This is an optimization exercise on Yosys and OpenROAD, whose aim is small area, not a production implementation. The RTL was checked by simulation tests, not by an equivalence proof against the original design. No activity file was given, so power comes from the tool's default toggle rates.

===== flow/flow/run.sh =====
#!/bin/bash
# The standard ORFS layout (standard.sh) with these changes:
#  - synthesis maps logic with flow/abc.script (see flow/abc_override.tcl);
#  - port buffers are sky130_fd_sc_hd__buf_1 instead of the resizer's default pick;
#  - floorplan removes synthesis buffers instead of an early pre-placement timing repair;
#  - clock tree synthesis uses clkbuf_8 buffers and inserts no dummy loads.
set -euo pipefail
W=$PWD
{ head -n 1 synth_recipe.tcl; cat flow/abc_override.tcl; tail -n +2 synth_recipe.tcl; } > synth_custom.tcl
export CUSTOM_ABC_SCRIPT=$W/flow/abc.script
bash standard.sh finish \
  SYNTH_SCRIPT=$W/synth_custom.tcl \
  BUFFER_PORTS_ARGS="-buffer_cell sky130_fd_sc_hd__buf_1" \
  REMOVE_ABC_BUFFERS=1 \
  CTS_ARGS="-sink_clustering_enable -repair_clock_nets -buf_list sky130_fd_sc_hd__clkbuf_8 -dont_use_dummy_load" \
  > standard_flow.log 2>&1

===== flow/flow/abc.script =====
strash
&get -n
&dch
&nf -p -R 30
&put

===== flow/flow/abc_override.tcl =====
# Same synthesis as synth_recipe.tcl, except that the ABC call uses flow/abc.script
# (an area-recovering mapping) instead of the ORFS script; registers are mapped
# before ABC runs, so they are the standard synthesis's.
proc abc {args} {
  set i [lsearch -exact $args -script]
  if { $i >= 0 } {
    set args [lreplace $args [expr {$i + 1}] [expr {$i + 1}] $::env(CUSTOM_ABC_SCRIPT)]
  }
  yosys abc {*}$args
}

===== flow/standard.sh =====
#!/bin/bash
# synth_recipe.tcl (not shown) runs the flow's synth.tcl, then flattens the netlist and writes it again
# the make line also repeats each setting of config.mk as NAME=value (left out here)
make -C /OpenROAD-flow-scripts/flow DESIGN_CONFIG=/design/flow/config.mk WORK_HOME=/design/flow/orfs CLKGATE_MAP_FILE= SYNTH_SCRIPT=/design/flow/synth_recipe.tcl "${@:-finish}"

===== flow/config.mk =====
export PLATFORM = sky130hd
export DESIGN_NAME = Cajero
export DESIGN_NICKNAME = Cajero
export VERILOG_FILES = /design/flow/design.v
export SDC_FILE = /design/flow/constraint.sdc
export NUM_CORES = 4
export LEC_CHECK = 0
export CAP_MARGIN = 20
export CORE_MARGIN = 2
export CORE_UTILIZATION = 60
export CTS_BUF_LIST = sky130_fd_sc_hd__clkbuf_8
export PLACE_DENSITY = 0.75
export SLEW_MARGIN = 20

===== flow/constraint.sdc =====
create_clock -name core_clock -period 6.0 [get_ports {CLK}]
set_input_delay 1.2000 -clock core_clock [delete_from_list [all_inputs] [get_ports {CLK}]]
set_output_delay 1.2000 -clock core_clock [all_outputs]
set_load 0.01 [all_outputs]

===== flow/design.v =====
module Cajero (
    input CLK,
    input RESET,
    input TARJETA_RECIBIDA,
    input [15:0] PIN_CORRECTO,
    input [3:0] DIGITO,
    input DIGITO_STB,
    input TIPO_TRANS,
    input [31:0] MONTO,
    input MONTO_STB,
    input [63:0] BALANCE_INICIAL,
    output reg [63:0] BALANCE_ACTUALIZADO,
    output BALANCE_STB,
    output ENTREGAR_DINERO,
    output FONDOS_INSUFICIENTES,
    output PIN_INCORRECTO,
    output ADVERTENCIA,
    output BLOQUEO
    );
    localparam ESP = 3'd0, ING = 3'd1, ANA = 3'd2, DET = 3'd3,
               DEP = 3'd4, RET = 3'd5, FIN = 3'd6, ING1 = 3'd7;
    reg [2:0]  estado;
    reg [1:0]  cnt;         
    reg        f1, f2;      
    reg [15:0] pin;
    wire s_fin  = (estado == FIN);
    wire s_ing1 = (estado == ING1);
    wire s_ing  = (estado == ING) | s_ing1;
    wire md     = RESET & (estado == DEP) & MONTO_STB;
    wire mw     = RESET & (estado == RET) & MONTO_STB;
    wire hold   = RESET & ~md;
    assign BALANCE_STB          = s_fin;
    assign ENTREGAR_DINERO      = s_fin & cnt[0];
    assign FONDOS_INSUFICIENTES = s_fin & cnt[1];
    assign PIN_INCORRECTO       = f1 & ~f2;
    assign ADVERTENCIA          = f2 & ~f1;
    assign BLOQUEO              = f1 & f2;
    wire [63:0] x  = {64{md}} & BALANCE_INICIAL | {64{hold}} & BALANCE_ACTUALIZADO;
    wire [31:0] b  = {32{md}} & MONTO | {32{mw}} & ~MONTO;
    wire        ci = mw;
    wire [31:0] y = x[63:32] ^ {32{~md}};    
    wire [31:0] ap = x[31:0] ^ b;
    wire [31:0] ag = x[31:0] & b;
    wire q1 = ag[1] | (ap[1] & (ag[0] | (ap[0] & ci)));
    wire q2 = ap[1] & ap[0];
    wire q3 = ag[3] | (ap[3] & ag[2]);
    wire q4 = ap[3] & ap[2];
    wire q5 = ag[5] | (ap[5] & ag[4]);
    wire q6 = ap[5] & ap[4];
    wire q7 = ag[7] | (ap[7] & ag[6]);
    wire q8 = ap[7] & ap[6];
    wire q9 = ag[9] | (ap[9] & ag[8]);
    wire q10 = ap[9] & ap[8];
    wire q11 = ag[11] | (ap[11] & ag[10]);
    wire q12 = ap[11] & ap[10];
    wire q13 = ag[13] | (ap[13] & ag[12]);
    wire q14 = ap[13] & ap[12];
    wire q15 = ag[15] | (ap[15] & ag[14]);
    wire q16 = ap[15] & ap[14];
    wire q17 = ag[17] | (ap[17] & ag[16]);
    wire q18 = ap[17] & ap[16];
    wire q19 = ag[19] | (ap[19] & ag[18]);
    wire q20 = ap[19] & ap[18];
    wire q21 = ag[21] | (ap[21] & ag[20]);
    wire q22 = ap[21] & ap[20];
    wire q23 = ag[23] | (ap[23] & ag[22]);
    wire q24 = ap[23] & ap[22];
    wire q25 = ag[25] | (ap[25] & ag[24]);
    wire q26 = ap[25] & ap[24];
    wire q27 = ag[27] | (ap[27] & ag[26]);
    wire q28 = ap[27] & ap[26];
    wire q29 = ag[29] | (ap[29] & ag[28]);
    wire q30 = ap[29] & ap[28];
    wire q31 = ag[31] | (ap[31] & ag[30]);
    wire q32 = ap[31] & ap[30];
    wire q33 = ag[2] | (ap[2] & q1);
    wire q34 = ap[2] & q2;
    wire q35 = q3 | (q4 & q1);
    wire q36 = q4 & q2;
    wire q37 = ag[6] | (ap[6] & q5);
    wire q38 = ap[6] & q6;
    wire q39 = q7 | (q8 & q5);
    wire q40 = q8 & q6;
    wire q41 = ag[10] | (ap[10] & q9);
    wire q42 = ap[10] & q10;
    wire q43 = q11 | (q12 & q9);
    wire q44 = q12 & q10;
    wire q45 = ag[14] | (ap[14] & q13);
    wire q46 = ap[14] & q14;
    wire q47 = q15 | (q16 & q13);
    wire q48 = q16 & q14;
    wire q49 = ag[18] | (ap[18] & q17);
    wire q50 = ap[18] & q18;
    wire q51 = q19 | (q20 & q17);
    wire q52 = q20 & q18;
    wire q53 = ag[22] | (ap[22] & q21);
    wire q54 = ap[22] & q22;
    wire q55 = q23 | (q24 & q21);
    wire q56 = q24 & q22;
    wire q57 = ag[26] | (ap[26] & q25);
    wire q58 = ap[26] & q26;
    wire q59 = q27 | (q28 & q25);
    wire q60 = q28 & q26;
    wire q61 = ag[30] | (ap[30] & q29);
    wire q62 = ap[30] & q30;
    wire q63 = q31 | (q32 & q29);
    wire q64 = q32 & q30;
    wire q65 = ag[4] | (ap[4] & q35);
    wire q66 = ap[4] & q36;
    wire q67 = q5 | (q6 & q35);
    wire q68 = q6 & q36;
    wire q69 = q37 | (q38 & q35);
    wire q70 = q38 & q36;
    wire q71 = q39 | (q40 & q35);
    wire q72 = q40 & q36;
    wire q73 = ag[12] | (ap[12] & q43);
    wire q74 = ap[12] & q44;
    wire q75 = q13 | (q14 & q43);
    wire q76 = q14 & q44;
    wire q77 = q45 | (q46 & q43);
    wire q78 = q46 & q44;
    wire q79 = q47 | (q48 & q43);
    wire q80 = q48 & q44;
    wire q81 = ag[20] | (ap[20] & q51);
    wire q82 = ap[20] & q52;
    wire q83 = q21 | (q22 & q51);
    wire q84 = q22 & q52;
    wire q85 = q53 | (q54 & q51);
    wire q86 = q54 & q52;
    wire q87 = q55 | (q56 & q51);
    wire q88 = q56 & q52;
    wire q89 = ag[28] | (ap[28] & q59);
    wire q90 = ap[28] & q60;
    wire q91 = q29 | (q30 & q59);
    wire q92 = q30 & q60;
    wire q93 = q61 | (q62 & q59);
    wire q94 = q62 & q60;
    wire q95 = q63 | (q64 & q59);
    wire q96 = q64 & q60;
    wire q97 = ag[8] | (ap[8] & q71);
    wire q98 = ap[8] & q72;
    wire q99 = q9 | (q10 & q71);
    wire q100 = q10 & q72;
    wire q101 = q41 | (q42 & q71);
    wire q102 = q42 & q72;
    wire q103 = q43 | (q44 & q71);
    wire q104 = q44 & q72;
    wire q105 = q73 | (q74 & q71);
    wire q106 = q74 & q72;
    wire q107 = q75 | (q76 & q71);
    wire q108 = q76 & q72;
    wire q109 = q77 | (q78 & q71);
    wire q110 = q78 & q72;
    wire q111 = q79 | (q80 & q71);
    wire q112 = q80 & q72;
    wire q113 = ag[24] | (ap[24] & q87);
    wire q114 = ap[24] & q88;
    wire q115 = q25 | (q26 & q87);
    wire q116 = q26 & q88;
    wire q117 = q57 | (q58 & q87);
    wire q118 = q58 & q88;
    wire q119 = q59 | (q60 & q87);
    wire q120 = q60 & q88;
    wire q121 = q89 | (q90 & q87);
    wire q122 = q90 & q88;
    wire q123 = q91 | (q92 & q87);
    wire q124 = q92 & q88;
    wire q125 = q93 | (q94 & q87);
    wire q126 = q94 & q88;
    wire q127 = q95 | (q96 & q87);
    wire q128 = q96 & q88;
    wire q129 = ag[16] | (ap[16] & q111);
    wire q130 = ap[16] & q112;
    wire q131 = q17 | (q18 & q111);
    wire q132 = q18 & q112;
    wire q133 = q49 | (q50 & q111);
    wire q134 = q50 & q112;
    wire q135 = q51 | (q52 & q111);
    wire q136 = q52 & q112;
    wire q137 = q81 | (q82 & q111);
    wire q138 = q82 & q112;
    wire q139 = q83 | (q84 & q111);
    wire q140 = q84 & q112;
    wire q141 = q85 | (q86 & q111);
    wire q142 = q86 & q112;
    wire q143 = q87 | (q88 & q111);
    wire q144 = q88 & q112;
    wire q145 = q113 | (q114 & q111);
    wire q146 = q114 & q112;
    wire q147 = q115 | (q116 & q111);
    wire q148 = q116 & q112;
    wire q149 = q117 | (q118 & q111);
    wire q150 = q118 & q112;
    wire q151 = q119 | (q120 & q111);
    wire q152 = q120 & q112;
    wire q153 = q121 | (q122 & q111);
    wire q154 = q122 & q112;
    wire q155 = q123 | (q124 & q111);
    wire q156 = q124 & q112;
    wire q157 = q125 | (q126 & q111);
    wire q158 = q126 & q112;
    wire q159 = q127 | (q128 & q111);
    wire q160 = q128 & q112;
    wire [32:0] cc = {q159, q157, q155, q153, q151, q149, q147, q145, q143, q141, q139, q137, q135, q133, q131, q129, q111, q109, q107, q105, q103, q101, q99, q97, q71, q69, q67, q65, q35, q33, q1, (ag[0] | (ap[0] & ci)), ci};
    wire [31:0] slo = ap ^ cc[31:0];
    wire        c   = cc[32];
    wire q161 = y[1] & y[0];
    wire q162 = y[3] & y[2];
    wire q163 = y[5] & y[4];
    wire q164 = y[7] & y[6];
    wire q165 = y[9] & y[8];
    wire q166 = y[11] & y[10];
    wire q167 = y[13] & y[12];
    wire q168 = y[15] & y[14];
    wire q169 = y[17] & y[16];
    wire q170 = y[19] & y[18];
    wire q171 = y[21] & y[20];
    wire q172 = y[23] & y[22];
    wire q173 = y[25] & y[24];
    wire q174 = y[27] & y[26];
    wire q175 = y[29] & y[28];
    wire q176 = y[31] & y[30];
    wire q177 = y[2] & q161;
    wire q178 = q162 & q161;
    wire q179 = y[6] & q163;
    wire q180 = q164 & q163;
    wire q181 = y[10] & q165;
    wire q182 = q166 & q165;
    wire q183 = y[14] & q167;
    wire q184 = q168 & q167;
    wire q185 = y[18] & q169;
    wire q186 = q170 & q169;
    wire q187 = y[22] & q171;
    wire q188 = q172 & q171;
    wire q189 = y[26] & q173;
    wire q190 = q174 & q173;
    wire q191 = y[30] & q175;
    wire q192 = q176 & q175;
    wire q193 = y[4] & q178;
    wire q194 = q163 & q178;
    wire q195 = q179 & q178;
    wire q196 = q180 & q178;
    wire q197 = y[12] & q182;
    wire q198 = q167 & q182;
    wire q199 = q183 & q182;
    wire q200 = q184 & q182;
    wire q201 = y[20] & q186;
    wire q202 = q171 & q186;
    wire q203 = q187 & q186;
    wire q204 = q188 & q186;
    wire q205 = y[28] & q190;
    wire q206 = q175 & q190;
    wire q207 = q191 & q190;
    wire q208 = q192 & q190;
    wire q209 = y[8] & q196;
    wire q210 = q165 & q196;
    wire q211 = q181 & q196;
    wire q212 = q182 & q196;
    wire q213 = q197 & q196;
    wire q214 = q198 & q196;
    wire q215 = q199 & q196;
    wire q216 = q200 & q196;
    wire q217 = y[24] & q204;
    wire q218 = q173 & q204;
    wire q219 = q189 & q204;
    wire q220 = q190 & q204;
    wire q221 = q205 & q204;
    wire q222 = q206 & q204;
    wire q223 = q207 & q204;
    wire q224 = q208 & q204;
    wire q225 = y[16] & q216;
    wire q226 = q169 & q216;
    wire q227 = q185 & q216;
    wire q228 = q186 & q216;
    wire q229 = q201 & q216;
    wire q230 = q202 & q216;
    wire q231 = q203 & q216;
    wire q232 = q204 & q216;
    wire q233 = q217 & q216;
    wire q234 = q218 & q216;
    wire q235 = q219 & q216;
    wire q236 = q220 & q216;
    wire q237 = q221 & q216;
    wire q238 = q222 & q216;
    wire q239 = q223 & q216;
    wire q240 = q224 & q216;
    wire [32:0] t = {q240, q239, q238, q237, q236, q235, q234, q233, q232, q231, q230, q229, q228, q227, q226, q225, q216, q215, q214, q213, q212, q211, q210, q209, q196, q195, q194, q193, q178, q177, q161, y[0], 1'b1};
    wire        hi_zero = t[32] & ~md;       
    wire        flip = md ? c : (mw & ~c & ~hi_zero);
    wire [31:0] shi = x[63:32] ^ ({32{flip}} & t[31:0]);
    wire        refused = mw & ~c & hi_zero;
    wire [63:0] nbal = {shi, refused ? BALANCE_ACTUALIZADO[31:0] : slo};
    wire lock = s_ing1 & f2;                 
    wire dig  = s_ing & DIGITO_STB & ~lock;
    always @(posedge CLK) BALANCE_ACTUALIZADO <= nbal;
    always @(posedge CLK) begin
        if (!RESET) begin
            estado <= ESP;
            cnt <= 0;
            f1 <= 0;
            f2 <= 0;
        end else begin
            if (dig) pin <= {pin[11:0], DIGITO};
            case (estado)
                ESP: if (TARJETA_RECIBIDA & ~(f1 & f2)) estado <= ING;
                ING, ING1: begin
                    if (s_ing1) begin
                        f1 <= ~f1;
                        f2 <= f1 | f2;
                    end
                    if (lock) estado <= ESP;
                    else begin
                        estado <= ING;
                        if (DIGITO_STB) begin
                            cnt <= cnt + 2'd1;
                            if (&cnt) estado <= ANA;
                        end
                    end
                end
                ANA: estado <= (pin != PIN_CORRECTO) ? ING1 : DET;
                DET: estado <= TIPO_TRANS ? RET : DEP;
                DEP: if (MONTO_STB) estado <= FIN;
                RET: if (MONTO_STB) begin
                    estado <= FIN;
                    cnt <= refused ? 2'b10 : 2'b01;
                end
                FIN: begin
                    estado <= ESP;
                    cnt <= 0;
                    f1 <= 0;
                    f2 <= 0;
                end
            endcase
        end
    end
endmodule

==> results.txt, run 1 <==
| Parameter | This run |
| --- | --- |
| Max cap viols | 0 |
| Start point of the critical path | RESET |
| Post-Synthesis Cell Area | 0.00543 mm² |
| Largest voltage drop on the vdd net | 114 µV |
| TritonCTS clock tree | built |
| Global route overflow | 0 |
| Worst Setup Start Kind | input port |
| Number of enable-type register cells in the synthesized netlist | 48 |
| Reg2reg path depth | 18 |
| Portion of netlist area occupied by mux cells | 0.184% |
| Overall die height | 99.2 µm |
| Synth area leaders | sky130_fd_sc_hd__edfxtp_1 27%, sky130_fd_sc_hd__dfxtp_1 14%, sky130_fd_sc_hd__xnor2_1 7.9%, sky130_fd_sc_hd__ha_1 7.1%, sky130_fd_sc_hd__a22oi_1 6.2% |
| Synth-to-Final Area Change | 20.1% |
| Clock transition at path regs | 0.09 ns |
| Asr flop ratio synth | 0% |
| Leakage power of the design | 2.44 nW |
| Total Wirelength | 14.1 mm |
| XOR/XNOR share of the synthesized area | 11.9% |
| R2R Setup Slk | 0.66 ns |
| Via count of the first global-routing pass | 4819 |
| Worst r2r src | estado[2] |
| Total of buffers placed on input and output ports | 191 |
| Level count of the clock H-tree | 3 |
| Vias after detailed routing | 5175 |
| #FFs+latches synth | 87 |
| Buffer levels on the longest clock path | 2 |
| Prevailing post-synth register cell | sky130_fd_sc_hd__edfxtp_1 |
| Number of top-level pins | 192 |
| Kind of critical path | in2reg |
| Most frequently used cell type in the post-synthesis netlist | sky130_fd_sc_hd__nand2_1 |
| Post-Synth Adder-Cell Area | 9.35% |
| CTS Sinks | 87 |
| Largest net degree at the start of global routing | 88 |
| Number of standard cells after synthesis | 557 |
| Slew at the pin closest to its max-slew limit | 0.872 ns |
| RSZ-0062 raised after global routing | false |
| CTS Buf Count | 9 |
| Share of Yosys cell area claimed by the top area cell type | 26.5% |
| Clock latency of the later-clocked register in the worst-skew pair | 0.36 ns |
| Worst Hold Path Cells | 0 |
| Worst path required time | 6.22 ns |
| TritonRoute pass-1 iters | 4 |
| Library cells used by synthesis | 45 |
| Yosys warning count | 1 |
| Crit path DAT | 5.61 ns |
| Gr usage total | 28.8% |
| Endpoint, Worst Hold | pin[5] |
| Number of design rule violations left after detail routing | 0 |
| Core Rows | 34 |
| Post-CTS Setup Bufs | 0 |
| FF-to-FF End | BALANCE_ACTUALIZADO[29] |
| Total Power | 0.00103 W |
| Placeable core region | 0.00876 mm² |
| Worst clock skew on the final layout | 0.0245 ns |
| Worst hold path startpoint | pin[1] |
| Pwr Density | 158 mW/mm² |
| Nets@finish | 927 |
| First-pass GRT wire length | 22.7 mm |
| Fill cell count | 671 |
| Run status | finished clean |
| Count of non-filler cells in the finished layout | 874 |
| Hold Fails Final Rpt | 0 |
| Post-synthesis compound-gate area fraction | 24.3% |
| Root Buffer | sky130_fd_sc_hd__clkbuf_8 |
| Placed cell count | 865 |
| Worst max-slew margin expressed relative to the limit | 41.9% |
| Antenna diode instance count | 0 |
| Post-CTS Hold Fix Bufs | 0 |
| Library cell occupying the most area in the post-synthesis netlist | sky130_fd_sc_hd__edfxtp_1 |
| Initial core utilization | 62.0% |
| Die area | 0.00983 mm² |
| Final estimated routing congestion in global placement | 0.951 |
| Fraction of final layout cells with drive strength greater than 1 | 3.13% |
| Dominant combinational cell family by area after synthesis | compound AO/OA/AOI/OAI gates |
| Sequential element share of the synthesized area | 40.9% |
| Time the final worst path needs with I/O delays and setup | 5.39 ns |
| Dpl hpwl | 10.5 mm |
| Post-synthesis share of cell area spent on and, or, nand and nor gates | 12.0% |
| Post-route antenna net violation count | 0 |
| Number of antenna violations at the first check in global routing | 0 |
| Post-DR vias/cell | 5.92 |
| Count of pins over their slew limit | 0 |
| Most common library cells after synthesis | 73 x sky130_fd_sc_hd__nand2_1, 49 x sky130_fd_sc_hd__xnor2_1, 48 x sky130_fd_sc_hd__edfxtp_1 |
| Critical Path Sink Type | flip-flop |
| Average detailed-routed wire length per instance | 16.1 µm |
| Drt initial violations | 241 |
| Largest fanout of any net on the critical path | 11 |
| Peak Freq | 0.186 GHz |
| Final cycle utilization of the critical path | 89.8% |
| Class of the worst hold path | reg2reg |
| Count of final setup violators | 0 |
| Post-Syn Area per Cell | 9.75 µm² |
| Horiz. Die Dim | 99.2 µm |
## through the flow
stage | worst slack [ns] | utilization, % | cell area (µm²) | hold WS, ns | TNS (ns)
after CTS | 0.465 | 74.2 | 6500 | 0.477 | 0
after global placement | 0.309 | 72.8 | 6380 | 0.451 | 0
after global routing | 0.0440 | 74.4 | 6520 | 0.492 | 0
after floorplan | -3.04 | - | 5430 | 0.449 | -242.81
after detailed placement | 0.146 | 72.8 | 6380 | 0.456 | 0
final | 0.613 | 74.4 | 6520 | 0.472 | 0
## worst max path at each step
stage | depth (start not counted) | end | slack (ns)
final | 19 | BALANCE_ACTUALIZADO[39] | 0.61
after global routing | 21 | BALANCE_ACTUALIZADO[59] | 0.04
after CTS | 18 | BALANCE_ACTUALIZADO[29] | 0.46
after detailed placement | 18 | BALANCE_ACTUALIZADO[29] | 0.15
after global placement | 18 | BALANCE_ACTUALIZADO[51] | 0.31
after floorplan | 18 | cnt[1] | -3.04
## kinds of logic after synthesis
logic type | Yosys count
AOI/OAI and AO/OA | 194
and+or+nand+nor | 145
DFF | 87
xor gates and xnor gates | 74
adders and majority gates | 37
buffers and inverters | 19
muxes | 1
## power by group
group	internal (W)	leakage, nW	switching (W)
combinational	0.0000322	1.52	0.0000441
clock	0.000135	0.0647	0.000188
sequential	0.000629	0.855	0.00000546
total	0.000796	2.44	0.000237
## metal layers
metal	track usage, %	part of all wire (%)	up-vias	wire length (µm)
met5	0	0	-	0
met4	9.27	1.8	0	250
met3	5.34	8.5	22	1190
met2	47.5	47	227	6640
met1	38.7	43	2398	6000
li1	-	-	2528	-
## worst max-delay path: stages
cell and delay (ns):
sky130_fd_sc_hd__buf_1 0.24, sky130_fd_sc_hd__clkinv_1 0.19, sky130_fd_sc_hd__a21oi_4 0.16, sky130_fd_sc_hd__a22oi_1 0.10, sky130_fd_sc_hd__fa_1 0.43, sky130_fd_sc_hd__clkinv_1 0.08
sky130_fd_sc_hd__fa_1 0.22, sky130_fd_sc_hd__a211o_1 0.13, sky130_fd_sc_hd__o21ai_0 0.14, sky130_fd_sc_hd__o21ai_0 0.39, sky130_fd_sc_hd__a31oi_1 0.25, sky130_fd_sc_hd__o31ai_2 0.44
sky130_fd_sc_hd__a31oi_2 0.21, sky130_fd_sc_hd__o31a_1 0.36, sky130_fd_sc_hd__o22a_1 0.29, sky130_fd_sc_hd__buf_4 0.21, sky130_fd_sc_hd__nor3b_1 0.30, sky130_fd_sc_hd__nand2_1 0.11
sky130_fd_sc_hd__xor2_1 0.14
## state kept, by name (all words and copies together), names as in the netlist
signal	count
estado	3
f1	1
BALANCE_ACTUALIZADO	64
pin	16
f2	1
cnt	2
## cell type report
class	count	area, µm²	area share (%)
clock buffers	9	124	1.90
inverters	19	71.3	1.09
multi-input cells	451	3190	48.8
flip-flops and latches	87	2220	34.1
well taps	108	135	2.07
repair buffers	200	785	12.0
## layout by cell type (no fill, tap or decap), drive strengths merged, types with 3 or more instances in the layout
master,n
xnor2,49
nand2,73
xor2,25
o211ai,6
nand3,7
o21ai,45
edfxtp,48
clkbuf,9
a22o,30
nor2b,5
a21oi,31
clkinv,19
nor3b,3
and3,3
nand4,5
dfxtp,39
a21o,8
a211oi,4
nand2b,3
buf,200
nor4,3
a31oi,5
nor2,25
ha,31
or3,3
fa,6
nor3,9
a22oi,45
## what timing repair did
item	CTS	global route
endpoints found under the setup margin	0	9
gates resized for setup	0	5
endpoints found under the hold margin	0	0
==> run 2, diff against run 1 <==
--- a/flow/config.mk
+++ b/flow/config.mk
@@ -9,5 +9,5 @@
 export CORE_MARGIN = 2
-export CORE_UTILIZATION = 60
+export CORE_UTILIZATION = 50
 export CTS_BUF_LIST = sky130_fd_sc_hd__clkbuf_8
-export PLACE_DENSITY = 0.75
+export PLACE_DENSITY = 0.65
 export SLEW_MARGIN = 20
==> run 2 against run 1 <==
Still clean on timing, DRC and antenna. Count of clock-buffer cells in the layout did not move. Cell count increased by 4.1%. Critical path depth unchanged. Die area increased by 19%. Largest cell class unchanged. Highest routed layer unchanged.
==> results.txt, run 2 <==
| Parameter | This run | Delta |
| --- | --- | --- |
| Run status | finished clean | unchanged |
| Post-route antenna net violation count | 0 | unchanged |
| First-pass GRT wire length | 22.4 mm | was 22.7 mm |
| TritonRoute pass-1 iters | 5 | was 4 |
| Sequential element share of the synthesized area | 40.9% | unchanged |
| Max cap viols | 0 | unchanged |
| Total negative slack for setup checks | 0 ns | unchanged |
| Most used cell, CP | sky130_fd_sc_hd__o21ai_0 |  |
| Post-Syn Area per Cell | 9.75 µm² | unchanged |
| Most common library cells after synthesis | 73 x sky130_fd_sc_hd__nand2_1, 49 x sky130_fd_sc_hd__xnor2_1, 48 x sky130_fd_sc_hd__edfxtp_1 | unchanged |
| Peak Freq | 0.184 GHz | was 0.186 GHz |
| Fill cell count | 972 | was 671 |
| Kind of critical path | in2reg | unchanged |
| Ordered cell list for the critical path | buf_1 > and3_4 > a22oi_1 > fa_1 > clkinv_1 > fa_1 > a211o_1 > o21ai_0 > o21ai_0 > a31oi_1 > o31ai_1 > a31oi_1 > buf_4 > o21ai_0 > nor2b_1 > a21boi_0 > clkinv_1 > a21oi_1 > xnor2_1 | was buf_1 > clkinv_1 > a21oi_4 > a22oi_1 > fa_1 > clkinv_1 > fa_1 > a211o_1 > o21ai_0 > o21ai_0 > a31oi_1 > o31ai_2 > a31oi_2 > o31a_1 > o22a_1 > buf_4 > nor3b_1 > nand2_1 > xor2_1 |
| RSZ-0062 raised after global routing | false | unchanged |
| Total Wirelength | 14.0 mm | was 14.1 mm |
| Number of enable-type register cells in the synthesized netlist | 48 | unchanged |
| Worst path required time | 6.10 ns | was 6.22 ns |
| Worst stage delay on the critical path | 0.47 ns | was 0.44 ns |
| Total of buffers placed on input and output ports | 191 | unchanged |
| Vias after detailed routing | 5120 | was 5175 |
| Drt initial violations | 326 | was 241 |
| Number of antenna violations at the first check in global routing | 0 | unchanged |
| Worst max-slew margin expressed relative to the limit | 49.7% | was 41.9% |
| Most frequent standard cell in the layout excluding fill and tap cells | sky130_fd_sc_hd__buf_1 | unchanged |
| Level count of the clock H-tree | 3 | unchanged |
| Dominant combinational cell family by area after synthesis | compound AO/OA/AOI/OAI gates | unchanged |
| Post-synthesis share of cell area spent on and, or, nand and nor gates | 12.0% | unchanged |
| Initial core utilization | 50.8% | was 62.0% |
| Family of cells with the greatest summed delay on the critical path | compound AO/OA/AOI/OAI gates | unchanged |
| Portion of netlist area occupied by mux cells | 0.184% | unchanged |
| Core Rows | 38 | was 34 |
| Register bank with the most flops | BALANCE_ACTUALIZADO | unchanged |
| Count of non-filler cells in the finished layout | 910 | was 874 |
| Library cells used by synthesis | 45 | unchanged |
| Largest fanout of any net on the critical path | 10 | was 11 |
| Slew at the pin closest to its max-slew limit | 0.752 ns | was 0.872 ns |
| Most frequent cells in the layout | 191 x sky130_fd_sc_hd__buf_1, 73 x sky130_fd_sc_hd__nand2_1, 49 x sky130_fd_sc_hd__xnor2_1, 48 x sky130_fd_sc_hd__edfxtp_1 | was 191 x sky130_fd_sc_hd__buf_1, 73 x sky130_fd_sc_hd__nand2_1, 49 x sky130_fd_sc_hd__xnor2_1, 48 x sky130_fd_sc_hd__edfxtp_1, 45 x sky130_fd_sc_hd__a22oi_1 |
| Clock latency of the later-clocked register in the worst-skew pair | 0.37 ns | was 0.36 ns |
| Most frequently used cell type in the post-synthesis netlist | sky130_fd_sc_hd__nand2_1 | unchanged |
| Overall die height | 108 µm | was 99.2 µm |
| Share of Yosys cell area claimed by the top area cell type | 26.5% | unchanged |
| Post-route worst hold slack | 0.485 ns | was 0.472 ns |
| Yosys warning count | 1 | unchanged |
| Fraction of final layout cells with drive strength greater than 1 | 3.51% | was 3.13% |
| Hold Fails Final Rpt | 0 | unchanged |
| Post-synthesis compound-gate area fraction | 24.3% | unchanged |
| Buffer levels on the longest clock path | 2 | unchanged |
| Via count of the first global-routing pass | 4874 | was 4819 |
| Pwr Density | 157 mW/mm² | was 158 mW/mm² |
| Post-detailed-placement cell area | 0.00646 mm² | was 0.00638 mm² |
| Largest register FFs | 64 | unchanged |
| Nets@finish | 931 | was 927 |
| TritonCTS clock tree | built | unchanged |
| Number of top-level pins | 192 | unchanged |
| CTS Buf Count | 9 | unchanged |
| Antenna diode instance count | 0 | unchanged |
| Post-CTS Setup Bufs | 0 | unchanged |
| Average detailed-routed wire length per instance | 15.4 µm | was 16.1 µm |
| Count of pins over their slew limit | 0 | unchanged |
| Largest voltage drop on the vdd net | 125 µV | was 114 µV |
| Worst Setup Start Kind | input port | unchanged |
| XOR/XNOR share of the synthesized area | 11.9% | unchanged |
| Synth-to-Final Area Change | 21.4% | was 20.1% |
| CTS Sinks | 87 | unchanged |
| Library cell occupying the most area in the post-synthesis netlist | sky130_fd_sc_hd__edfxtp_1 | unchanged |
| Registers with the most flip-flops | BALANCE_ACTUALIZADO (64), pin (16), estado (3) | unchanged |
| #FFs+latches synth | 87 | unchanged |
| Worst clock skew on the final layout | 0.0295 ns | was 0.0245 ns |
| Post-DR vias/cell | 5.63 | was 5.92 |
| Post-Synthesis Cell Area | 0.00543 mm² | unchanged |
| Leakage power of the design | 2.45 nW | was 2.44 nW |
| Clock transition at path regs | 0.10 ns | was 0.09 ns |
| Number of standard cells after synthesis | 557 | unchanged |
| Placed cell count | 901 | was 865 |
| Dpl hpwl | 10.5 mm | about the same |
| Crit path DAT | 5.53 ns | was 5.61 ns |
| Critical Path Sink Type | flip-flop | unchanged |
| Global route overflow | 0 | unchanged |
| Final estimated routing congestion in global placement | 0.809 | was 0.951 |
| Multi-input logic area | 0.00317 mm² | was 0.00319 mm² |
| Synth area leaders | sky130_fd_sc_hd__edfxtp_1 27%, sky130_fd_sc_hd__dfxtp_1 14%, sky130_fd_sc_hd__xnor2_1 7.9%, sky130_fd_sc_hd__ha_1 7.1%, sky130_fd_sc_hd__a22oi_1 6.2% | unchanged |
| Seq. cell area | 0.00222 mm² | unchanged |
| Post-Synth Adder-Cell Area | 9.35% | unchanged |
| Count of final setup violators | 0 | unchanged |
| Class of the worst hold path | reg2reg | unchanged |
| Final cycle utilization of the critical path | 90.5% | was 89.8% |
| Number of design rule violations left after detail routing | 0 | unchanged |
| Total Power | 0.00104 W | was 0.00103 W |
| Horiz. Die Dim | 108 µm | was 99.2 µm |
| Slowest CP cell | sky130_fd_sc_hd__fa_1 | was sky130_fd_sc_hd__o31ai_2 |
| Asr flop ratio synth | 0% | unchanged |
| Root Buffer | sky130_fd_sc_hd__clkbuf_8 | unchanged |
| Die area | 0.0117 mm² | was 0.00983 mm² |
| Prevailing post-synth register cell | sky130_fd_sc_hd__edfxtp_1 | unchanged |
| Gr usage total | 24.1% | was 28.8% |
| Critical path buffer and inverter count | 4 | unchanged |
| Post-route cell area | 0.00659 mm² | was 0.00652 mm² |
| Time the final worst path needs with I/O delays and setup | 5.43 ns | was 5.39 ns |
| Largest net degree at the start of global routing | 66 | was 88 |
| Placeable core region | 0.0107 mm² | was 0.00876 mm² |
-- run 2: cell counts after synthesis --
Identical to the previous run, type by type.
-- run 2: kinds of logic (layout without fill, tap and decap cells) --
family          count (synthesis)  count (layout)
simple gates                  145             145
flops                          87              87
buf+inv                        19             232
compound gates                194             194
mux                             1               1
xor+xnor                       74              74
fa+ha+maj                      37              37
-- run 2: through the flow --
step / setup slack, ns / utilization [%]
4_1_cts: 0.506 / 61.5
6_report: 0.568 / 61.6
3_3_place_gp: 0.356 / 60.4
2_1_floorplan: -3.04 / -
3_5_place_dp: 0.176 / 60.4
5_1_grt: 0.0859 / 61.6
-- run 2: worst paths after layout --
kind / startpoint / end / slack (ns) / cells past startpoint
setup / recovery: MONTO_STB / BALANCE_ACTUALIZADO[29] / 0.57 / 19
hold / removal: pin[9] / pin[13] / 0.49 / 0
setup reg to reg: estado[2] / BALANCE_ACTUALIZADO[30] / 0.72 / 18
hold reg to reg: pin[9] / pin[13] / 0.49 / 0
-- run 2: power breakdown --
group,internal [W],switching (W),leakage (nW)
Sequential,0.000629,0.00000554,0.855
Clock,0.000135,0.000194,0.0647
Combinational,0.0000326,0.0000424,1.53
-- run 2: layout make-up --
type	instances	share of cell area, %
multi-input cells	451	48.1
flip-flops and latches	87	33.7
repair buffers	204	12.5
well taps	140	2.66
clock buffers	9	1.88
inverters	19	1.08
-- run 2: routing by layer --
metal,GRT usage [%],wire (µm),vias to the layer above
met5,0,0,-
met4,7.14,170,0
met3,4.94,975,15
met2,42.4,6780,182
met1,29.7,6110,2394
li1,-,-,2529
-- run 2: worst reg2reg max path: stages, from the launching register on --
cell and delay [ns]:
sky130_fd_sc_hd__dfxtp_1 0.53, sky130_fd_sc_hd__nor3b_2 0.39, sky130_fd_sc_hd__and3_4 0.31, sky130_fd_sc_hd__a21oi_1 0.11, sky130_fd_sc_hd__fa_1 0.43, sky130_fd_sc_hd__clkinv_1 0.07
sky130_fd_sc_hd__fa_1 0.22, sky130_fd_sc_hd__a211o_1 0.14, sky130_fd_sc_hd__o21ai_0 0.14, sky130_fd_sc_hd__o21ai_0 0.35, sky130_fd_sc_hd__a31oi_1 0.23, sky130_fd_sc_hd__o31ai_1 0.50
sky130_fd_sc_hd__a31oi_1 0.20, sky130_fd_sc_hd__buf_4 0.18, sky130_fd_sc_hd__o21ai_0 0.48, sky130_fd_sc_hd__nor2b_1 0.24, sky130_fd_sc_hd__a21boi_0 0.19, sky130_fd_sc_hd__o21ai_0 0.23
sky130_fd_sc_hd__xor2_1 0.09
-- run 2: repair_timing --
item                                    CTS  global route
hold buffers                              0             0
gates resized for setup                   0             1
endpoints found under the setup margin    0             1
==> run 3, diff against run 2 <==
--- a/flow/config.mk
+++ b/flow/config.mk
@@ -9,5 +9,5 @@
 export CORE_MARGIN = 2
-export CORE_UTILIZATION = 50
+export CORE_UTILIZATION = 68
 export CTS_BUF_LIST = sky130_fd_sc_hd__clkbuf_8
-export PLACE_DENSITY = 0.65
+export PLACE_DENSITY = 0.8
 export SLEW_MARGIN = 20
==> run 3 against run 2 <==
Die area is 26% lower. Area after synthesis unchanged. Largest power group unchanged. Cell count down 4.6%.
==> results.txt, run 3 <==
| Parameter | This run | Delta |
| --- | --- | --- |
| Worst clock skew on the final layout | 0.0280 ns | was 0.0295 ns |
| Registers with the most flip-flops | BALANCE_ACTUALIZADO (64), pin (16), estado (3) | unchanged |
| Worst path required time | 6.22 ns | was 6.10 ns |
| Vias after detailed routing | 5288 | was 5120 |
| Most frequent standard cell in the layout excluding fill and tap cells | sky130_fd_sc_hd__buf_1 | unchanged |
| Time the final worst path needs with I/O delays and setup | 5.71 ns | was 5.43 ns |
| Largest register FFs | 64 | unchanged |
| Drt initial violations | 323 | was 326 |
| Run status | finished clean | unchanged |
| Synth-to-Final Area Change | 20.2% | was 21.4% |
| Post-Synthesis Cell Area | 0.00543 mm² | unchanged |
| Number of top-level pins | 192 | unchanged |
| Antenna diode instance count | 0 | unchanged |
| TritonRoute pass-1 iters | 5 | unchanged |
| Placed cell count | 859 | was 901 |
| Number of enable-type register cells in the synthesized netlist | 48 | unchanged |
| Crit path DAT | 5.93 ns | was 5.53 ns |
| TritonCTS clock tree | built | unchanged |
| Library cell occupying the most area in the post-synthesis netlist | sky130_fd_sc_hd__edfxtp_1 | unchanged |
| Number of design rule violations left after detail routing | 0 | unchanged |
| Hold Fails Final Rpt | 0 | unchanged |
| Endpoint, Worst Hold | pin[14] | was pin[13] |
| Total Wirelength | 14.2 mm | was 14.0 mm |
| Yosys warning count | 1 | unchanged |
| Nets@finish | 927 | was 931 |
| RSZ-0062 raised after global routing | false | unchanged |
| Global route overflow | 0 | unchanged |
| Post-CTS Hold Fix Bufs | 0 | unchanged |
| Post-Syn Area per Cell | 9.75 µm² | unchanged |
| Worst max-slew margin expressed relative to the limit | 52.0% | was 49.7% |
| Reg2reg path depth | 18 | unchanged |
| Most common library cells after synthesis | 73 x sky130_fd_sc_hd__nand2_1, 49 x sky130_fd_sc_hd__xnor2_1, 48 x sky130_fd_sc_hd__edfxtp_1 | unchanged |
| Largest net degree at the start of global routing | 96 | was 66 |
| Worst hold path startpoint | pin[10] | was pin[9] |
| Post-route core utilization | 84.5% | was 61.6% |
| Number of standard cells after synthesis | 557 | unchanged |
| Class of the worst hold path | reg2reg | unchanged |
| Post-route worst hold slack | 0.483 ns | was 0.485 ns |
| Most frequent cells in the layout | 191 x sky130_fd_sc_hd__buf_1, 73 x sky130_fd_sc_hd__nand2_1, 49 x sky130_fd_sc_hd__xnor2_1, 48 x sky130_fd_sc_hd__edfxtp_1 | unchanged |
| Count of non-filler cells in the finished layout | 868 | was 910 |
| CTS Buf Count | 9 | unchanged |
| Post-DR vias/cell | 6.09 | was 5.63 |
| Pwr Density | 159 mW/mm² | was 157 mW/mm² |
| Clock transition at path regs | 0.10 ns | about the same |
| Worst Hold Path Cells | 0 | unchanged |
| Via count of the first global-routing pass | 4960 | was 4874 |
| R2R Setup Slk | 0.47 ns | was 0.72 ns |
| Total of buffers placed on input and output ports | 191 | unchanged |
| Clock latency of the later-clocked register in the worst-skew pair | 0.37 ns | about the same |
| Final cycle utilization of the critical path | 95.2% | was 90.5% |
| Placeable core region | 0.00773 mm² | was 0.0107 mm² |
| Root Buffer | sky130_fd_sc_hd__clkbuf_8 | unchanged |
| Fraction of final layout cells with drive strength greater than 1 | 3.26% | was 3.51% |
| Relative contribution of sequential cells to total power | 61.3% | was 61.1% |
| Net switching power | 0.000240 W | was 0.000242 W |
| Part of the total power dissipated in the clock network | 31.4% | was 31.6% |
| Buffer levels on the longest clock path | 2 | unchanged |
| First-pass GRT wire length | 22.4 mm | about the same |
| Post-CTS Setup Bufs | 0 | unchanged |
| Post-route antenna net violation count | 0 | unchanged |
| CTS Sinks | 87 | unchanged |
| Final estimated routing congestion in global placement | 0.921 | was 0.809 |
| #FFs+latches synth | 87 | unchanged |
| Worst Setup Start Kind | input port | unchanged |
| Leakage power of the design | 2.43 nW | was 2.45 nW |
| Count of final setup violators | 0 | unchanged |
| Register bank with the most flops | BALANCE_ACTUALIZADO | unchanged |
| Average detailed-routed wire length per instance | 16.4 µm | was 15.4 µm |
| Critical Path Sink Type | flip-flop | unchanged |
| Number of antenna violations at the first check in global routing | 0 | unchanged |
| Synth area leaders | sky130_fd_sc_hd__edfxtp_1 27%, sky130_fd_sc_hd__dfxtp_1 14%, sky130_fd_sc_hd__xnor2_1 7.9%, sky130_fd_sc_hd__ha_1 7.1%, sky130_fd_sc_hd__a22oi_1 6.2% | unchanged |
| Worst stage delay on the critical path | 0.53 ns | was 0.47 ns |
| Die area | 0.00872 mm² | was 0.0117 mm² |
| Proportion of power drawn by combinational gates | 7.3% | was 7.2% |
| Core Rows | 32 | was 38 |
| Prevailing post-synth register cell | sky130_fd_sc_hd__edfxtp_1 | unchanged |
| Ordered cell list for the critical path | buf_1 > and3_4 > a21oi_1 > fa_1 > clkinv_1 > fa_1 > a211o_1 > o21ai_0 > o21ai_0 > a31oi_2 > o31ai_2 > a31oi_2 > o31a_1 > o22a_1 > buf_4 > nor3b_1 > nand2_1 > xor2_1 | was buf_1 > and3_4 > a22oi_1 > fa_1 > clkinv_1 > fa_1 > a211o_1 > o21ai_0 > o21ai_0 > a31oi_1 > o31ai_1 > a31oi_1 > buf_4 > o21ai_0 > nor2b_1 > a21boi_0 > clkinv_1 > a21oi_1 > xnor2_1 |
| Most frequently used cell type in the post-synthesis netlist | sky130_fd_sc_hd__nand2_1 | unchanged |
| Slowest CP cell | sky130_fd_sc_hd__o21ai_0 | was sky130_fd_sc_hd__fa_1 |
| Internal power contribution | 0.000796 W | was 0.000797 W |
| Share of Yosys cell area claimed by the top area cell type | 26.5% | unchanged |
| Peak Freq | 0.175 GHz | was 0.184 GHz |
| Worst r2r src | estado[2] | unchanged |
| Sequential element share of the synthesized area | 40.9% | unchanged |
| Largest voltage drop on the vdd net | 131 µV | was 125 µV |
| Level count of the clock H-tree | 3 | unchanged |
| Asr flop ratio synth | 0% | unchanged |
| Kind of critical path | in2reg | unchanged |
| Largest fanout of any net on the critical path | 17 | was 10 |
| Switching share of total power | 23.2% | was 23.3% |
| Overall die height | 93.4 µm | was 108 µm |
| Library cells used by synthesis | 45 | unchanged |
| Gr usage total | 32.3% | was 24.1% |
| Max cap viols | 0 | unchanged |
| Initial core utilization | 70.3% | was 50.8% |
| FF-to-FF End | BALANCE_ACTUALIZADO[39] | was BALANCE_ACTUALIZADO[30] |
| Slew at the pin closest to its max-slew limit | 0.718 ns | was 0.752 ns |
| Count of pins over their slew limit | 0 | unchanged |
| Dpl hpwl | 10.5 mm | about the same |
| Horiz. Die Dim | 93.4 µm | was 108 µm |
==> run 3: changes by cell type in the layout (fill, tap and decap cells not counted), sizes merged <==
cell | previous run | this run
buf | 204 | 200
==> run 3: kinds of logic (layout without fill, tap and decap cells) <==
logic type,after synthesis,count (layout),share of synthesized area [%]
AOI/OAI and AO/OA,194,194,24.3
xor gates and xnor gates,74,74,11.9
adders and majority gates,37,37,9.35
buffers and inverters,19,228,1.31
DFF,87,87,40.9
muxes,1,1,0.184
and+or+nand+nor,145,145,12.0
==> run 3: how the worst max path moves through the flow <==
stage / from / endpoint / slack, ns / depth (start not counted)
2_1_floorplan: RESET / cnt[1] / -3.04 / 18
3_5_place_dp: RESET / BALANCE_ACTUALIZADO[51] / -0.12 / 17
3_3_place_gp: RESET / BALANCE_ACTUALIZADO[51] / 0.13 / 17
6_report: RESET / BALANCE_ACTUALIZADO[39] / 0.29 / 18
5_1_grt: RESET / BALANCE_ACTUALIZADO[39] / 0.002 / 18
4_1_cts: estado[2] / BALANCE_ACTUALIZADO[51] / 0.24 / 17
==> run 3: area by class of cell <==
cell class | count | area [µm²]
repair buffers | 200 | 797
multi-input cells | 451 | 3190
inverters | 19 | 71.3
clock buffers | 9 | 124
flip-flops and latches | 87 | 2220
well taps | 102 | 128
fillers | 512 | 1190
==> run 3: repair_timing <==
item | in CTS | in global routing
resized for setup | 0 | 5
endpoints found under the setup margin | 0 | 25
endpoints found under the hold margin | 0 | 0
==> run 3: worst max-delay path, delay by kind of cell <==
kind                       cells  cell delay (ns)
buffers and inverters          3             0.55
adders and majority gates      2             0.64
AOI/OAI and AO/OA              9             2.58
xor gates and xnor gates       1             0.16
and+or+nand+nor                3             0.82
==> run 3: per-layer routing <==
| metal | share of wire [%] | wire (µm) | global-route usage, % |
|---|---|---|---|
| met3 | 8.6 | 1220 | 5.80 |
| met1 | 40 | 5730 | 40.9 |
| met5 | 0 | 0 | 0 |
| met2 | 49 | 6970 | 54.0 |
| met4 | 2.2 | 313 | 14.7 |
==> run 3: through the flow <==
stage / worst slack [ns] / instance area, µm² / total power [W] / TNS (ns)
2_1_floorplan: -3.04 / 5430 / 0.000674 / -242.81
3_3_place_gp: 0.127 / 6380 / 0.000718 / 0
3_5_place_dp: -0.117 / 6380 / 0.000722 / -0.158
4_1_cts: 0.240 / 6500 / 0.00103 / 0
5_1_grt: 0.00246 / 6530 / 0.00107 / 0
6_report: 0.289 / 6530 / 0.00104 / 0
==> run 3: power by group through the flow <==
| stage | registers, W | logic, W | clock network, W |
|---|---|---|---|
| 2_1_floorplan | 0.000647 | 0.0000268 | 0 |
| 3_3_place_gp | 0.000648 | 0.0000698 | 0 |
| 3_5_place_dp | 0.000649 | 0.0000732 | 0 |
| 4_1_cts | 0.000635 | 0.0000740 | 0.000325 |
| 5_1_grt | 0.000636 | 0.0000823 | 0.000350 |
| 6_report | 0.000635 | 0.0000754 | 0.000326 |
==> run 4, diff against run 3 <==
--- a/flow/design.v
+++ b/flow/design.v
@@ -12,16 +12,15 @@
     output reg [63:0] BALANCE_ACTUALIZADO,
-    output BALANCE_STB,
-    output ENTREGAR_DINERO,
-    output FONDOS_INSUFICIENTES,
-    output PIN_INCORRECTO,
-    output ADVERTENCIA,
-    output BLOQUEO
+    output reg BALANCE_STB,
+    output reg ENTREGAR_DINERO,
+    output reg FONDOS_INSUFICIENTES,
+    output reg PIN_INCORRECTO,
+    output reg ADVERTENCIA,
+    output reg BLOQUEO
     );
     localparam ESP = 3'd0, ING = 3'd1, ANA = 3'd2, DET = 3'd3,
-               DEP = 3'd4, RET = 3'd5, FIN = 3'd6, ING1 = 3'd7;
+               DEP = 3'd4, RET = 3'd5, ING1 = 3'd7;
     reg [2:0]  estado;
     reg [1:0]  cnt;         
-    reg        f1, f2;      
     reg [15:0] pin;
-    wire s_fin  = (estado == FIN);
+    wire s_esp  = (estado == ESP);
     wire s_ing1 = (estado == ING1);
@@ -31,8 +30,2 @@
     wire hold   = RESET & ~md;
-    assign BALANCE_STB          = s_fin;
-    assign ENTREGAR_DINERO      = s_fin & cnt[0];
-    assign FONDOS_INSUFICIENTES = s_fin & cnt[1];
-    assign PIN_INCORRECTO       = f1 & ~f2;
-    assign ADVERTENCIA          = f2 & ~f1;
-    assign BLOQUEO              = f1 & f2;
     wire [63:0] x  = {64{md}} & BALANCE_INICIAL | {64{hold}} & BALANCE_ACTUALIZADO;
@@ -292,3 +285,3 @@
     wire [63:0] nbal = {shi, refused ? BALANCE_ACTUALIZADO[31:0] : slo};
-    wire lock = s_ing1 & f2;                 
+    wire lock = s_ing1 & ADVERTENCIA;        
     wire dig  = s_ing & DIGITO_STB & ~lock;
@@ -296,2 +289,5 @@
     always @(posedge CLK) begin
+        BALANCE_STB          <= md | mw;
+        ENTREGAR_DINERO      <= mw & ~refused;
+        FONDOS_INSUFICIENTES <= refused;
         if (!RESET) begin
@@ -299,4 +295,5 @@
             cnt <= 0;
-            f1 <= 0;
-            f2 <= 0;
+            PIN_INCORRECTO <= 0;
+            ADVERTENCIA <= 0;
+            BLOQUEO <= 0;
         end else begin
@@ -304,10 +301,16 @@
             case (estado)
-                ESP: if (TARJETA_RECIBIDA & ~(f1 & f2)) estado <= ING;
+                ESP: begin
+                    PIN_INCORRECTO <= 0;
+                    ADVERTENCIA <= 0;
+                    if (TARJETA_RECIBIDA & ~BALANCE_STB & ~BLOQUEO) estado <= ING;
+                end
                 ING, ING1: begin
                     if (s_ing1) begin
-                        f1 <= ~f1;
-                        f2 <= f1 | f2;
+                        PIN_INCORRECTO <= ~PIN_INCORRECTO & ~ADVERTENCIA;
+                        ADVERTENCIA    <= PIN_INCORRECTO;
                     end
-                    if (lock) estado <= ESP;
-                    else begin
+                    if (lock) begin
+                        estado <= ESP;
+                        BLOQUEO <= 1;
+                    end else begin
                         estado <= ING;
@@ -321,13 +324,4 @@
                 DET: estado <= TIPO_TRANS ? RET : DEP;
-                DEP: if (MONTO_STB) estado <= FIN;
-                RET: if (MONTO_STB) begin
-                    estado <= FIN;
-                    cnt <= refused ? 2'b10 : 2'b01;
-                end
-                FIN: begin
-                    estado <= ESP;
-                    cnt <= 0;
-                    f1 <= 0;
-                    f2 <= 0;
-                end
+                DEP, RET: if (MONTO_STB) estado <= ESP;
+                default: estado <= ESP;
             endcase
--- a/flow/config.mk
+++ b/flow/config.mk
@@ -9,5 +9,5 @@
 export CORE_MARGIN = 2
-export CORE_UTILIZATION = 68
+export CORE_UTILIZATION = 60
 export CTS_BUF_LIST = sky130_fd_sc_hd__clkbuf_8
-export PLACE_DENSITY = 0.8
+export PLACE_DENSITY = 0.75
 export SLEW_MARGIN = 20
==> run 4 against run 3 <==
Wire length up 3.3%. Core utilization shrank 11 points. Sequential share of layout area increased by 0.29 points. Largest power group unchanged. Still clean. Largest cell class unchanged. Area after synthesis grew 2.8%. Fmax increased by 2.9%. Clock power grew 4%. Hold slack got worse by 0.0040 ns. Flip-flop and latch count rose by 4.
==> results.txt, run 4 <==
| Parameter | This run | Delta |
| --- | --- | --- |
| Horiz. Die Dim | 100 µm | was 93.4 µm |
| Final cycle utilization of the critical path | 92.5% | was 95.2% |
| Drt initial violations | 311 | was 323 |
| Total Power | 0.00108 W | was 0.00104 W |
| Total negative slack for setup checks | 0 ns | unchanged |
| Portion of netlist area occupied by mux cells | 0.179% | was 0.184% |
| Number of antenna violations at the first check in global routing | 0 | unchanged |
| Buffer levels on the longest clock path | 2 | unchanged |
| Post-DR vias/cell | 5.89 | was 6.09 |
| Clock latency of the later-clocked register in the worst-skew pair | 0.36 ns | was 0.37 ns |
| Post-Syn Area per Cell | 9.73 µm² | was 9.75 µm² |
| Worst Setup Start Kind | input port | unchanged |
| Peak Freq | 0.180 GHz | was 0.175 GHz |
| Post-route cell area | 0.00671 mm² | was 0.00653 mm² |
| Post-detailed-placement cell area | 0.00658 mm² | was 0.00638 mm² |
| Synth-to-Final Area Change | 20.2% | about the same |
| Count of pins over their slew limit | 0 | unchanged |
| Registers with the most flip-flops | BALANCE_ACTUALIZADO (64), pin (16), estado (3) | unchanged |
| Fill cell count | 720 | was 512 |
| Sequential element share of the synthesized area | 41.2% | was 40.9% |
| CTS Buf Count | 9 | unchanged |
| XOR/XNOR share of the synthesized area | 11.4% | was 11.9% |
| Max cap viols | 0 | unchanged |
| Kind of critical path | in2reg | unchanged |
| Slew at the pin closest to its max-slew limit | 0.941 ns | was 0.718 ns |
| RSZ-0062 raised after global routing | false | unchanged |
| Crit path DAT | 5.82 ns | was 5.93 ns |
| Time the final worst path needs with I/O delays and setup | 5.55 ns | was 5.71 ns |
| Placeable core region | 0.00915 mm² | was 0.00773 mm² |
| Pwr Density | 161 mW/mm² | was 159 mW/mm² |
| Post-route core utilization | 73.3% | was 84.5% |
| Post-route worst hold slack | 0.479 ns | was 0.483 ns |
| Average detailed-routed wire length per instance | 16.4 µm | about the same |
| Die area | 0.0101 mm² | was 0.00872 mm² |
| Post-Synth Adder-Cell Area | 9.10% | was 9.35% |
| Library cells used by synthesis | 50 | was 45 |
| Post-synthesis compound-gate area fraction | 23.1% | was 24.3% |
| Number of design rule violations left after detail routing | 0 | unchanged |
| Post-Synthesis Cell Area | 0.00558 mm² | was 0.00543 mm² |
| #FFs+latches synth | 91 | was 87 |
| Clock transition at path regs | 0.09 ns | was 0.10 ns |
| Number of standard cells after synthesis | 574 | was 557 |
| Share of Yosys cell area claimed by the top area cell type | 25.8% | was 26.5% |
| Worst max-slew margin expressed relative to the limit | 37.2% | was 52.0% |
| CTS Sinks | 91 | was 87 |
| Worst clock skew on the final layout | 0.0211 ns | was 0.0280 ns |
| Via count of the first global-routing pass | 5031 | was 4960 |
| Total of buffers placed on input and output ports | 191 | unchanged |
| Post-route antenna net violation count | 0 | unchanged |
| Prevailing post-synth register cell | sky130_fd_sc_hd__edfxtp_1 | unchanged |
| Post-CTS Hold Fix Bufs | 0 | unchanged |
| Number of enable-type register cells in the synthesized netlist | 48 | unchanged |
| Vias after detailed routing | 5288 | unchanged |
| Post-synthesis share of cell area spent on and, or, nand and nor gates | 13.6% | was 12.0% |
| First-pass GRT wire length | 23.1 mm | was 22.4 mm |
| Core Rows | 35 | was 32 |
| Largest voltage drop on the vdd net | 109 µV | was 131 µV |
| Most frequently used cell type in the post-synthesis netlist | sky130_fd_sc_hd__nand2_1 | unchanged |
| Hold Fails Final Rpt | 0 | unchanged |
| Critical Path Sink Type | flip-flop | unchanged |
| Largest register FFs | 64 | unchanged |
| Overall die height | 100 µm | was 93.4 µm |
| Worst path required time | 6.27 ns | was 6.22 ns |
| Root Buffer | sky130_fd_sc_hd__clkbuf_8 | unchanged |
| Synth area leaders | sky130_fd_sc_hd__edfxtp_1 26%, sky130_fd_sc_hd__dfxtp_1 15%, sky130_fd_sc_hd__xnor2_1 8.2%, sky130_fd_sc_hd__ha_1 6.9%, sky130_fd_sc_hd__a22o_1 4.7% | was sky130_fd_sc_hd__edfxtp_1 27%, sky130_fd_sc_hd__dfxtp_1 14%, sky130_fd_sc_hd__xnor2_1 7.9%, sky130_fd_sc_hd__ha_1 7.1%, sky130_fd_sc_hd__a22oi_1 6.2% |
| Library cell occupying the most area in the post-synthesis netlist | sky130_fd_sc_hd__edfxtp_1 | unchanged |
| Yosys warning count | 1 | unchanged |
| Largest net degree at the start of global routing | 83 | was 96 |
| Fraction of final layout cells with drive strength greater than 1 | 3.18% | was 3.26% |
| Asr flop ratio synth | 0% | unchanged |
| Run status | finished clean | unchanged |
| Antenna diode instance count | 0 | unchanged |
| Count of final setup violators | 0 | unchanged |
| TritonCTS clock tree | built | unchanged |
| Dominant combinational cell family by area after synthesis | compound AO/OA/AOI/OAI gates | unchanged |
| Most frequent cells in the layout | 191 x sky130_fd_sc_hd__buf_1, 64 x sky130_fd_sc_hd__nand2_1, 52 x sky130_fd_sc_hd__xnor2_1, 50 x sky130_fd_sc_hd__o21ai_0, 48 x sky130_fd_sc_hd__edfxtp_1 | was 191 x sky130_fd_sc_hd__buf_1, 73 x sky130_fd_sc_hd__nand2_1, 49 x sky130_fd_sc_hd__xnor2_1, 48 x sky130_fd_sc_hd__edfxtp_1 |
| Largest fanout of any net on the critical path | 12 | was 17 |
| Level count of the clock H-tree | 3 | unchanged |
| Leakage power of the design | 2.61 nW | was 2.43 nW |
| Dpl hpwl | 10.6 mm | was 10.5 mm |
| Most common library cells after synthesis | 64 x sky130_fd_sc_hd__nand2_1, 52 x sky130_fd_sc_hd__xnor2_1, 50 x sky130_fd_sc_hd__o21ai_0 | was 73 x sky130_fd_sc_hd__nand2_1, 49 x sky130_fd_sc_hd__xnor2_1, 48 x sky130_fd_sc_hd__edfxtp_1 |
| Global route overflow | 0 | unchanged |
| Register bank with the most flops | BALANCE_ACTUALIZADO | unchanged |
| Gr usage total | 28.7% | was 32.3% |
| Initial core utilization | 61.0% | was 70.3% |
| Total Wirelength | 14.7 mm | was 14.2 mm |
| Class of the worst hold path | reg2reg | unchanged |
| Number of top-level pins | 192 | unchanged |
| TritonRoute pass-1 iters | 7 | was 5 |
| Most frequent standard cell in the layout excluding fill and tap cells | sky130_fd_sc_hd__buf_1 | unchanged |
| Final estimated routing congestion in global placement | 0.960 | was 0.921 |
| Nets@finish | 948 | was 927 |
[run 4: cell count changes after synthesis, sizes merged, moves of 5 or more]
cell / delta
a22oi: -10
nand2: -9
nor2: +13
nor3: +9
nor4: +5
o21ai: +5
o2bb2ai: +5
[run 4: final timing paths]
check             startpoint                 endpoint  slack, ns  cells past startpoint
setup / recovery   MONTO_STB  BALANCE_ACTUALIZADO[39]       0.45                     20
hold reg to reg      pin[10]                  pin[14]       0.48                      0
setup reg to reg   estado[2]  BALANCE_ACTUALIZADO[39]       1.00                     19
hold / removal       pin[10]                  pin[14]       0.48                      0
[run 4: worst max-delay path, stage by stage]
cell and delay, ns:
sky130_fd_sc_hd__buf_1 0.23, sky130_fd_sc_hd__clkinv_1 0.17, sky130_fd_sc_hd__nor4_1 0.50, sky130_fd_sc_hd__nand2_1 0.23
sky130_fd_sc_hd__buf_4 0.22, sky130_fd_sc_hd__nor2_1 0.09, sky130_fd_sc_hd__a21o_1 0.11, sky130_fd_sc_hd__ha_1 0.23
sky130_fd_sc_hd__a211o_1 0.28, sky130_fd_sc_hd__o21ai_0 0.18, sky130_fd_sc_hd__o21ba_1 0.30, sky130_fd_sc_hd__o31ai_2 0.14
sky130_fd_sc_hd__a21oi_1 0.35, sky130_fd_sc_hd__nor3_1 0.11, sky130_fd_sc_hd__nor4_1 0.33, sky130_fd_sc_hd__nand3_1 0.16
sky130_fd_sc_hd__o22a_1 0.26, sky130_fd_sc_hd__buf_4 0.20, sky130_fd_sc_hd__nor4b_1 0.34, sky130_fd_sc_hd__xnor2_1 0.17
[run 4: logic make-up after synthesis]
group,Yosys count
AND/OR/NAND/NOR,164
flip-flops,91
XOR/XNOR,73
AO/OA/AOI/OAI,188
multiplexers,1
buffers and inverters,20
adder cells (fa/ha/maj),37
[run 4: repair_timing]
action | CTS | global route
gates resized for setup | 0 | 1
endpoints found under the setup margin | 0 | 35
buffers inserted | 0 | 0
[run 4: area by class of cell]
class,count,area [µm²],area share (%)
Multi-Input combinational cell,463,3230,48.1
Sequential cell,91,2300,34.3
Timing Repair Buffer,204,840,12.5
Tap cell,111,139,2.07
Clock buffer,9,124,1.85
Inverter,20,75.1,1.12
[run 4: through the flow]
| stage | std cells | worst slack, ns |
|---|---|---|
| 2_1_floorplan | 574 | -2.61 |
| 4_1_cts | 898 | 0.462 |
| 5_1_grt | 898 | 0.0288 |
| 3_3_place_gp | 889 | 0.323 |
| 6_report | 898 | 0.452 |
| 3_5_place_dp | 889 | 0.122 |
[run 4: metal layers]
layer	global-route usage, %	wire length, µm	vias to the layer above	part of all wire, %
met5	0	0	-	0
met4	10.4	243	0	1.7
met3	5.13	902	20	6.1
met2	46.4	6850	201	47
met1	38.8	6710	2465	46
li1	-	-	2602	-
[run 4: power by group]
part	total [W]	switching [W]	internal, W
logic	0.0000771	0.0000443	0.0000328
registers	0.000662	0.00000572	0.000656
clock network	0.000339	0.000204	0.000135
total	0.00108	0.000254	0.000824

-- re-timing with driven ports --
How much do the figures lean on ideal ports? The routed layouts below were timed once more, with nothing changed but the port constraints. Step 1: set_driving_cell puts a clkbuf_16 on CLK and a buf_2 on each other input, an assumption about the parent block. Step 2 times the ports against the registers' clock, not the clock port: input delays grow and output delays shrink by t, the midpoint of the rising clock arrivals with the driver on. a / b / c = ideal / step 1 / step 2; a / b = the first two.
| run | t (ns) | setup WS [ns] | cell pins on the clock port's net |
|---|---|---|---|
| run 1 | 0.380 | 0.613 / 0.614 / 0.234 | 1 |
| run 2 | 0.388 | 0.568 / 0.578 / 0.190 | 1 |
| run 3 | 0.390 | 0.289 / 0.287 / -0.103 | 1 |
| run 4 | 0.381 | 0.452 / 0.460 / 0.079 | 1 |
With both steps, setup timing fails in run 3, where it was met with ideal ports. The setup slack of run 3, which loses most, moves by -0.002 ns with the drivers and by -0.392 ns with both steps.
